From an optimization exercise on the open Yosys and OpenROAD flow, aimed at small area, a short achievable clock period and few clock cycles per item; shortcuts taken in it are not production practice.
Function was checked by simulation only, so behaviour that the tests miss may differ from the original.

Setup of ember:
==> flow/design.v (excerpt) <==
module Cfu (
    input               cmd_valid,
    output              cmd_ready,
    input      [9:0]    cmd_payload_function_id,
    input      [31:0]   cmd_payload_inputs_0,
    input      [31:0]   cmd_payload_inputs_1,
    output              rsp_valid,
    input               rsp_ready,
    output     [31:0]   rsp_payload_outputs_0,
    input               reset,
    input               clk
);
export LEC_CHECK = 0
export CAP_MARGIN = 20
export CORE_MARGIN = 2
export CORE_UTILIZATION = 40
export PLACE_DENSITY = 0.5
export SLEW_MARGIN = 20
create_clock -name core_clock -period 15.0 [get_ports {clk}]
standard.sh (not shown) runs the stock make flow with config.mk's settings and CLKGATE_MAP_FILE= SYNTH_SCRIPT=/design/flow/synth_recipe.tcl, a recipe that flattens the netlist after the stock synthesis.
==> flow/flow/run.sh <==
#!/bin/bash
set -euo pipefail
sed 's/yosys synth -nofsm -noshare {\*}\$args/yosys synth -nofsm -noshare -noabc {*}$args/' \
    synth_recipe.tcl > nabc_synth.tcl
grep -q -- '-noabc' nabc_synth.tcl
bash standard.sh SYNTH_SCRIPT="$PWD/nabc_synth.tcl" synth > synth.log 2>&1
bash standard.sh SYNTH_SCRIPT="$PWD/nabc_synth.tcl" SETUP_SLACK_MARGIN=10 finish > layout.log 2>&1
ember ran to completion and came out clean on the timing, DRC and antenna checks.
Testbench counts of ember, summed over its fixed seeds: cycles 6,824, items 3,342.
--- input diff ember..willow ---
diff --git a/flow/design.v b/flow/design.v
--- a/flow/design.v
+++ b/flow/design.v
@@ -4314,26 +4314,23 @@
             lr_v <= 1'b0;
             cv <= 1'b0;
         end else begin
             lr_v <= pr_v | rec_done;
             cv <= pr_v | rec_done | (disp & a_simple);
         end
         lr_dec <= ~rec_done & pr_op == 2'd0 & esum[47];
         lr_inc <= ~rec_done & pr_op == 2'd1 & qround;
         lr <= rec_done ? {V[64], V[62:32]} :
               (pr_op == 2'd0) ? esum[47:16] : qsh;
     end
-    reg [3:0]  wp, rp;
-    reg [31:0] e0, e1, e2, e3;
-    wire [31:0] R = ({32{wp[1]}} & e0) | ({32{wp[2]}} & e1) |
-                    ({32{wp[3]}} & e2) | ({32{wp[0]}} & e3);
+    reg [31:0] R;        
     wire [31:0] cS, cC;
 wire ct_1 = R[0] ^ s_p0[0];
 wire ct_2 = R[0] & s_p0[0];
 wire ct_3 = R[1] ^ s_p0[1] ^ s_p1[1];
 wire ct_4 = (R[1] & s_p0[1]) | (R[1] & s_p1[1]) | (s_p0[1] & s_p1[1]);
 wire ct_5 = R[2] ^ s_p0[2] ^ s_p1[2];
 wire ct_6 = (R[2] & s_p0[2]) | (R[2] & s_p1[2]) | (s_p0[2] & s_p1[2]);
 wire ct_7 = R[3] ^ s_p0[3] ^ s_p1[3];
 wire ct_8 = (R[3] & s_p0[3]) | (R[3] & s_p1[3]) | (s_p0[3] & s_p1[3]);
 wire ct_9 = R[4] ^ s_p0[4] ^ s_p1[4];
 wire ct_10 = (R[4] & s_p0[4]) | (R[4] & s_p1[4]) | (s_p0[4] & s_p1[4]);
@@ -4455,34 +4452,37 @@
 wire ct_126 = R[30] & 1'b1;
 wire ct_127 = R[31] ^ 1'b1;
 wire ct_128 = R[31] & 1'b1;
 assign cS = {ct_127, ct_125, ct_123, ct_121, ct_119, ct_117, ct_115, ct_113, ct_111, ct_109, ct_107, ct_105, ct_103, ct_101, ct_99, ct_97, ct_95, ct_93, ct_91, ct_89, ct_87, ct_85, ct_83, ct_81, ct_79, ct_77, ct_75, ct_73, ct_71, ct_69, ct_67, ct_65};
 assign cC = {ct_126, ct_124, ct_122, ct_120, ct_118, ct_116, ct_114, ct_112, ct_110, ct_108, ct_106, ct_104, ct_102, ct_100, ct_98, ct_96, ct_94, ct_92, ct_90, ct_88, ct_86, ct_84, ct_82, ct_80, ct_78, ct_76, ct_74, ct_72, ct_70, ct_68, ct_66, s_p3[0]};
     wire [31:0] macc = cS + cC;
     wire [31:0] simple_res = s_f0 ? 32'd0 : macc;
     wire [31:0] long_res = lr + {{31{lr_dec}}, lr_dec | lr_inc};
     reg         cv;      
     wire [31:0] cval = s_v ? simple_res : long_res;
     reg [2:0]  q;
+    reg [3:0]  wp, rp;
+    reg [31:0] e0, e1, e2, e3;
     wire [2:0] qc = q + {2'b0, cv};
     always @(posedge clk) begin
         if (reset) begin
             q <= 3'd0;
             rv <= 1'b0;
+            R <= 32'd0;
             wp <= 4'b0001;
             rp <= 4'b0001;
         end else begin
+            if (cv) R <= cval;
             q <= qc - {2'b0, ho};
             rv <= ho ? (qc != 3'd1) : (qc != 3'd0);
             if (cv) wp <= {wp[2:0], wp[3]};
             if (ho) rp <= {rp[2:0], rp[3]};
         end
         if (cv & wp[0]) e0 <= cval;
         if (cv & wp[1]) e1 <= cval;
         if (cv & wp[2]) e2 <= cval;
-        if (reset) e3 <= 32'd0;
-        else if (cv & wp[3]) e3 <= cval;
+        if (cv & wp[3]) e3 <= cval;
     end
     assign rsp_valid = rv;
     assign rsp_payload_outputs_0 = ({32{rp[0]}} & e0) | ({32{rp[1]}} & e1) |
                                    ({32{rp[2]}} & e2) | ({32{rp[3]}} & e3);
 endmodule
### Flow results
The mapped cell area on ember is in line with that on willow. Cmp willow vs ember: area fraction in compound gates after synthesis lower in willow. [compare] base=ember new=willow: die area roughly the same, final critical delay including setup and external delays saw a decrease, fmax grew by about 4%. willow reports a higher worst setup slack than ember does. Final cell count of ember is on par with willow.
Testbench counts of willow, summed over its fixed seeds: cycles 6,824, items 3,342.

## port drivers added, routing unchanged
The results above use ideal ports. As a check the final layouts listed here were re-extracted and re-timed, cells and wires unchanged.
Step 1 assumes that a clkbuf_16 drives the clock port and a buf_2 every other input.
Step 2 moves the port delays by t, midway between the first and last clock arrival at a register: inputs arrive t later, outputs are due t later. That takes back most of the time a late clock gives input paths.
a / b / c = no drivers / after step 1 / after step 2; a / b = the first two.
run	t, ns	setup slack, ns	cell pins on the clock port's net
ember	0.860	9.781 / 9.781 / 9.353	1
willow	0.891	9.978 / 9.889 / 9.345	1
After both steps every run listed still meets setup and hold. For willow, which loses most, drivers alone change the setup slack by -0.089 ns; drivers and shift together by -0.633 ns.
